Source: an optimization exercise on an open RTL-to-GDS flow (aim: small area, a short achievable clock period and few clock cycles). Production flows keep margins and buffers that such runs may drop.
RTL that was checked went through simulation tests only; none was proved equivalent to the original.
Power is estimated from default activity; no workload was simulated.

## the reference run
==> module convolution_core, before the edit <==
module convolution_core (
input clk,
input reset,
input [31:0] t1,
input [31:0] t2,
input [31:0] t3,
input [31:0] t4,
input [2:0] k,
output [31:0] ret
);
	reg [31:0] acc_s, acc_c;
	reg        rst_q;
	wire [31:0] g0 = acc_s & acc_c;
	wire [31:0] p0 = acc_s ^ acc_c;
	wire [31:0] g1, p1, g2, p2, g3, p3, g4, p4, g5, p5;
	genvar i;
	generate for (i = 0; i < 32; i = i + 1) begin : pfx
		if (i % 2 == 1) begin
			assign g1[i] = g0[i] | p0[i] & g0[i-1];
			assign p1[i] = p0[i] & p0[i-1];
		end else begin
			assign g1[i] = g0[i]; assign p1[i] = p0[i];
		end
		if (i % 4 >= 2) begin
			assign g2[i] = g1[i] | p1[i] & g1[(i/4)*4+1];
			assign p2[i] = p1[i] & p1[(i/4)*4+1];
		end else begin
			assign g2[i] = g1[i]; assign p2[i] = p1[i];
		end
		if (i % 8 >= 4) begin
			assign g3[i] = g2[i] | p2[i] & g2[(i/8)*8+3];
			assign p3[i] = p2[i] & p2[(i/8)*8+3];
		end else begin
			assign g3[i] = g2[i]; assign p3[i] = p2[i];
		end
		if (i % 16 >= 8) begin
			assign g4[i] = g3[i] | p3[i] & g3[(i/16)*16+7];
			assign p4[i] = p3[i] & p3[(i/16)*16+7];
		end else begin
			assign g4[i] = g3[i]; assign p4[i] = p3[i];
		end
		if (i >= 16) begin
			assign g5[i] = g4[i] | p4[i] & g4[15];
		end else begin
			assign g5[i] = g4[i];
		end
	end endgenerate
	assign ret = p0 ^ {g5[30:0], 1'b0};
	wire [31:0] xs = acc_s & {32{~rst_q}};
	wire [31:0] xc = acc_c & {32{~rst_q}};
	wire [31:0] sa = xs ^ xc ^ t1;
	wire [31:0] ca = {(xs[30:0] & xc[30:0]) | (xs[30:0] & t1[30:0]) | (xc[30:0] & t1[30:0]), k[0]};
	wire [31:0] sb = t2 ^ t3 ^ t4;
	wire [31:0] cb = {(t2[30:0] & t3[30:0]) | (t2[30:0] & t4[30:0]) | (t3[30:0] & t4[30:0]), k[1]};
	wire [31:0] sc = sa ^ ca ^ sb;
	wire [31:0] cc = {(sa[30:0] & ca[30:0]) | (sa[30:0] & sb[30:0]) | (ca[30:0] & sb[30:0]), k[2]};
	wire [31:0] sd = sc ^ cc ^ cb;
	wire [31:0] cd = {(sc[30:0] & cc[30:0]) | (sc[30:0] & cb[30:0]) | (cc[30:0] & cb[30:0]), 1'b0};
	always @(posedge clk) begin
		rst_q <= reset;
		acc_s <= sd;
		acc_c <= cd;
	end
endmodule
export LEC_CHECK = 0
export ABC_AREA = 1
export CAP_MARGIN = 20
export CORE_MARGIN = 2
export CORE_UTILIZATION = 55
export CTS_BUF_LIST = sky130_fd_sc_hd__clkbuf_8 sky130_fd_sc_hd__clkbuf_16
export CTS_CLUSTER_DIAMETER = 80
export CTS_CLUSTER_SIZE = 24
export SETUP_SLACK_MARGIN = 3.4
export SLEW_MARGIN = 20
create_clock -name core_clock -period 6.0 [get_ports {clock_clk}]
run.sh (not shown) runs the stock make flow with config.mk's settings and CLKGATE_MAP_FILE= SYNTH_SCRIPT=/design/flow/synth_recipe.tcl, a recipe that flattens the netlist after the stock synthesis.
Looking at the reports, the reference run completed the entire flow and the layout it produced met the timing, DRC and antenna checks.
Testbench counts of the reference run, summed over its fixed seeds: cycles 63,899.
Inputs modified between the reference run and the trial run:
-- flow/design.v --
<<< the reference run, line 47
	end endgenerate
	assign ret = p0 ^ {g5[30:0], 1'b0};
	wire [31:0] xs = acc_s & {32{~rst_q}};
	wire [31:0] xc = acc_c & {32{~rst_q}};
	wire [31:0] sa = xs ^ xc ^ t1;
	wire [31:0] ca = {(xs[30:0] & xc[30:0]) | (xs[30:0] & t1[30:0]) | (xc[30:0] & t1[30:0]), k[0]};
>>> the trial run, line 47
	end endgenerate
	assign ret = p0 ^ {g5[30:0], 1'b0};
	wire [31:0] xs = acc_s;
	wire [31:0] xc = acc_c;
	wire [31:0] sa = xs ^ xc ^ t1;
	wire [31:0] ca = {(xs[30:0] & xc[30:0]) | (xs[30:0] & t1[30:0]) | (xc[30:0] & t1[30:0]), k[0]};
<<< the reference run, line 59
	always @(posedge clk) begin
		rst_q <= reset;
		acc_s <= sd;
		acc_c <= cd;
	end
endmodule
>>> the trial run, line 59
	always @(posedge clk) begin
		rst_q <= reset;
		if (rst_q) begin
			acc_s <= 32'd0;
			acc_c <= 32'd0;
		end else begin
			acc_s <= sd;
			acc_c <= cd;
		end
	end
endmodule
### Flow results
- On share of cells above drive strength 1, the reference run and the trial run are neck and neck.
- The reference run reports its end point of the critical path as o2[24] while the trial run reports v8[16].
- Diff the reference run -> the trial run: cell area after placement picked up an extra about 4.3%, proportion of power drawn by the clock network up 2.4 points, post-layout total power climbed 0.64%.
- Route | the trial run vs the reference run | wire longer in the trial run
- [compare] base=the reference run new=the trial run: via count increased 8.4%; clock network area share now larger.
No functional check of the RTL was part of the trial run.

* * *

the previous run:
Starting RTL as in the previous note.
==> module chris_slave, before the edit <==
module chris_slave (
		input  wire [3:0]  avs_s0_address,
		input  wire        avs_s0_read,
		output wire [31:0] avs_s0_readdata,
		input  wire        avs_s0_write,
		input  wire [31:0] avs_s0_writedata,
		output wire        avs_s0_waitrequest,
		input  wire        clock_clk,
		input  wire        reset_reset,
		output wire        LEDR
	);
	wire [3:0]  a   = avs_s0_address;
	wire [31:0] wd  = avs_s0_writedata;
	wire        rst = reset_reset;
	wire        wr  = avs_s0_write;
	wire        rd  = avs_s0_read;
	reg  [31:0] v0, v1, v2, v3, v4, v5, v6, v7, v8;
	reg  [31:0] rdata;     
	reg  [31:0] n1, n2, o2;
	reg  [2:0]  k;         
	reg         pv;        
	reg         wait_q;    
	reg         wait2;     
	reg         led_q;     
	assign avs_s0_readdata    = rdata;
	assign avs_s0_waitrequest = wait_q;
	assign LEDR               = led_q;
	wire [31:0] wdm = wd & {32{~rst}};
	always @(posedge clock_clk) begin
		if (rst | (wr && a == 4'd0)) v0 <= wdm;
		if (rst | (wr && a == 4'd1)) v1 <= wdm;
		if (rst | (wr && a == 4'd2)) v2 <= wdm;
		if (rst | (wr && a == 4'd3)) v3 <= wdm;
		if (rst | (wr && a == 4'd4)) v4 <= wdm;
		if (rst | (wr && a == 4'd5)) v5 <= wdm;
		if (rst | (wr && a == 4'd6)) v6 <= wdm;
		if (rst | (wr && a == 4'd7)) v7 <= wdm;
		if (rst | (wr && a == 4'd8)) v8 <= wdm;
	end
	reg  [31:0] vmux;
	always @(*) begin
		case (a)
			4'd0: vmux = v0;
			4'd1: vmux = v1;
			4'd2: vmux = v2;
			4'd3: vmux = v3;
			4'd4: vmux = v4;
			4'd5: vmux = v5;
			4'd6: vmux = v6;
			4'd7: vmux = v7;
			default: vmux = v8;
		endcase
	end
	wire [31:0] res;
	wire [31:0] rmux = (a == 4'd9) ? res : (a > 4'd9) ? 32'hffffffff : vmux;
	function [31:0] shl;
		input [31:0] x;
		input [1:0] s;
		case (s)
			2'd0: shl = x;
			2'd1: shl = {x[30:0], 1'b0};
			2'd2: shl = {x[29:0], 2'b0};
			default: shl = {x[28:0], 3'b0};
		endcase
	endfunction
	reg [4:0] w;
	always @(*) begin
		case (a)
			4'd0: w = 5'b00_0_00;    
			4'd1: w = 5'b00_0_01;    
			4'd2: w = 5'b11_0_10;    
			4'd3: w = 5'b00_0_10;    
			4'd4: w = 5'b10_0_10;    
			4'd5: w = 5'b10_1_10;    
			4'd6: w = 5'b11_0_11;    
			4'd7: w = 5'b00_0_11;    
			default: w = 5'b10_0_11;    
		endcase
	end
	wire on  = wr && (a[3] == 1'b0 || a == 4'd8);
	wire two = on && w[4];
	wire neg = w[3];
	wire [31:0] wd2  = w[2] ? {wd[30:0], 1'b0} : wd;
	wire [31:0] old2 = w[2] ? {vmux[30:0], 1'b0} : vmux;
	always @(posedge clock_clk) begin
		rdata <= on ? ~shl(vmux, w[1:0]) : rmux;
		n1    <= on ? shl(wd, w[1:0]) : 32'd0;
		n2    <= two ? (neg ? ~wd2 : wd2) : 32'd0;
		o2    <= two ? (neg ? old2 : ~old2) : 32'd0;
		k     <= {two & ~neg, on, two & neg};
		pv    <= on;
	end
	always @(posedge clock_clk) begin
		if (rst) begin
			wait_q <= 1'b0;
			wait2  <= 1'b0;
			led_q  <= 1'b0;
		end else begin
			if (wr && a == 4'd8) begin
				wait_q <= 1'b1;
				wait2  <= 1'b0;
				led_q  <= 1'b1;
			end else if (rd) begin
				if (wait_q) begin
					wait2 <= 1'b1;
					if (wait2) wait_q <= 1'b0;
				end else begin
					led_q <= 1'b0;
				end
			end
		end
	end
	convolution_core acc (
		.clk(clock_clk),
		.reset(rst),
		.t1(n1),
		.t2(n2),
		.t3(rdata & {32{pv}}),
		.t4(o2),
		.k(k),
		.ret(res)
	);
endmodule
Settings: LEC_CHECK=0, CAP_MARGIN=20, CORE_MARGIN=2, CORE_UTILIZATION=55, CTS_BUF_LIST=sky130_fd_sc_hd__clkbuf_8 sky130_fd_sc_hd__clkbuf_16, CTS_CLUSTER_DIAMETER=80, CTS_CLUSTER_SIZE=24, SETUP_SLACK_MARGIN=3.4, SLEW_MARGIN=20; clock period 6.0 ns.
Testbench counts of the previous run, summed over its fixed seeds: cycles 63,899.
Here is what was changed in the inputs of the current run compared with the previous run.
--- a/flow/design.v
+++ b/flow/design.v
@@ -8,9 +8,8 @@
 input [2:0] k,
 output [31:0] ret
 );
 	reg [31:0] acc_s, acc_c;
-	reg        rst_q;
 	wire [31:0] g0 = acc_s & acc_c;
 	wire [31:0] p0 = acc_s ^ acc_c;
 	wire [31:0] g1, p1, g2, p2, g3, p3, g4, p4, g5, p5;
 	genvar i;
@@ -45,10 +44,10 @@
 			assign g5[i] = g4[i];
 		end
 	end endgenerate
 	assign ret = p0 ^ {g5[30:0], 1'b0};
-	wire [31:0] xs = acc_s & {32{~rst_q}};
-	wire [31:0] xc = acc_c & {32{~rst_q}};
+	wire [31:0] xs = acc_s;
+	wire [31:0] xc = acc_c;
 	wire [31:0] sa = xs ^ xc ^ t1;
 	wire [31:0] ca = {(xs[30:0] & xc[30:0]) | (xs[30:0] & t1[30:0]) | (xc[30:0] & t1[30:0]), k[0]};
 	wire [31:0] sb = t2 ^ t3 ^ t4;
 	wire [31:0] cb = {(t2[30:0] & t3[30:0]) | (t2[30:0] & t4[30:0]) | (t3[30:0] & t4[30:0]), k[1]};
@@ -56,11 +55,15 @@
 	wire [31:0] cc = {(sa[30:0] & ca[30:0]) | (sa[30:0] & sb[30:0]) | (ca[30:0] & sb[30:0]), k[2]};
 	wire [31:0] sd = sc ^ cc ^ cb;
 	wire [31:0] cd = {(sc[30:0] & cc[30:0]) | (sc[30:0] & cb[30:0]) | (cc[30:0] & cb[30:0]), 1'b0};
 	always @(posedge clk) begin
-		rst_q <= reset;
-		acc_s <= sd;
-		acc_c <= cd;
+		if (reset) begin
+			acc_s <= 32'd0;
+			acc_c <= 32'd0;
+		end else begin
+			acc_s <= sd;
+			acc_c <= cd;
+		end
 	end
 endmodule
 `timescale 1 ps / 1 ps
 module chris_slave (
@@ -80,10 +83,11 @@
 	wire        wr  = avs_s0_write;
 	wire        rd  = avs_s0_read;
 	reg  [31:0] v0, v1, v2, v3, v4, v5, v6, v7, v8;
 	reg  [31:0] rdata;     
-	reg  [31:0] n1, n2, o2;
+	reg  [31:0] n1, n2;
 	reg  [2:0]  k;         
+	reg  [4:0]  wq;        
 	reg         pv;        
 	reg         wait_q;    
 	reg         wait2;     
 	reg         led_q;     
@@ -145,14 +149,13 @@
 	wire on  = wr && (a[3] == 1'b0 || a == 4'd8);
 	wire two = on && w[4];
 	wire neg = w[3];
 	wire [31:0] wd2  = w[2] ? {wd[30:0], 1'b0} : wd;
-	wire [31:0] old2 = w[2] ? {vmux[30:0], 1'b0} : vmux;
 	always @(posedge clock_clk) begin
-		rdata <= on ? ~shl(vmux, w[1:0]) : rmux;
+		rdata <= rmux;
+		wq    <= {two, w[3:0]};
 		n1    <= on ? shl(wd, w[1:0]) : 32'd0;
 		n2    <= two ? (neg ? ~wd2 : wd2) : 32'd0;
-		o2    <= two ? (neg ? old2 : ~old2) : 32'd0;
 		k     <= {two & ~neg, on, two & neg};
 		pv    <= on;
 	end
 	always @(posedge clock_clk) begin
@@ -174,15 +177,16 @@
 				end
 			end
 		end
 	end
+	wire [31:0] old2 = wq[2] ? {rdata[30:0], 1'b0} : rdata;
 	convolution_core acc (
 		.clk(clock_clk),
 		.reset(rst),
 		.t1(n1),
 		.t2(n2),
-		.t3(rdata & {32{pv}}),
-		.t4(o2),
+		.t3(pv ? ~shl(rdata, wq[1:0]) : 32'd0),
+		.t4(wq[4] ? (wq[3] ? old2 : ~old2) : 32'd0),
 		.k(k),
 		.ret(res)
 	);
 endmodule
## What came out
The current run | status: complete | timing, DRC, antenna: pass
[the current run] non-clock buffering overhead in the final layout fell 3.0 points relative to the previous run
Compared with the previous run, the current run shows global-route usage lower by 2.1 points.
Of the previous run and the current run, the run reporting the lower maximum frequency was the current run.
When the final numbers for the previous run and the current run were put side by side, the part of the total power dissipated in combinational logic turned out to be smaller in the current run.
The current run vs the previous run — core region area climbed slightly
The proportion of layout cells with a drive suffix above 1 of the current run falls short of that of the previous run by 0.81 points.
Summary — final critical path time including I/O delays and setup, the current run relative to the previous run: higher, by 0.39 ns.
The current run vs. the previous run: area of placed instances went down by about 0.4%.
Die area | the current run > the previous run
Taking the previous run as the reference, in the current run data required time at the worst endpoint lost 0.02 ns; cell count lost 1.8%; final standard cell area without fillers lost about 4%; clock-buffer cell count lost 2.
The RTL of the current run was laid out without a check of its function.

-- separate check: timing with driven ports --
The flow's constraints put no driver on any port. The routed layouts listed below were extracted and timed again, unchanged, in two steps. Step 1: set_driving_cell puts a clkbuf_16 on clock_clk and a buf_2 on each other input, an assumption about the parent block. Step 2 also shifts input and output timing later by t, the mid clock arrival at the registers, as if the neighbouring blocks saw the same clock. a / b / c = ideal ports / drivers / drivers and shift; a / b = the first two.
run | shift t [ns] | setup slack, ns | pins driven straight from the clock port
the reference run | 0.662 | 3.388 / 3.396 / 2.757 | 1
the trial run | 0.677 | 3.399 / 3.407 / 2.751 | 1
the previous run | 0.643 | 3.330 / 3.266 / 2.623 | 1
the current run | 0.645 | 2.938 / 2.938 / 2.787 | 1
After both steps every run listed still meets setup and hold. For the previous run, which loses most, drivers alone change the setup slack by -0.064 ns; drivers and shift together by -0.707 ns.
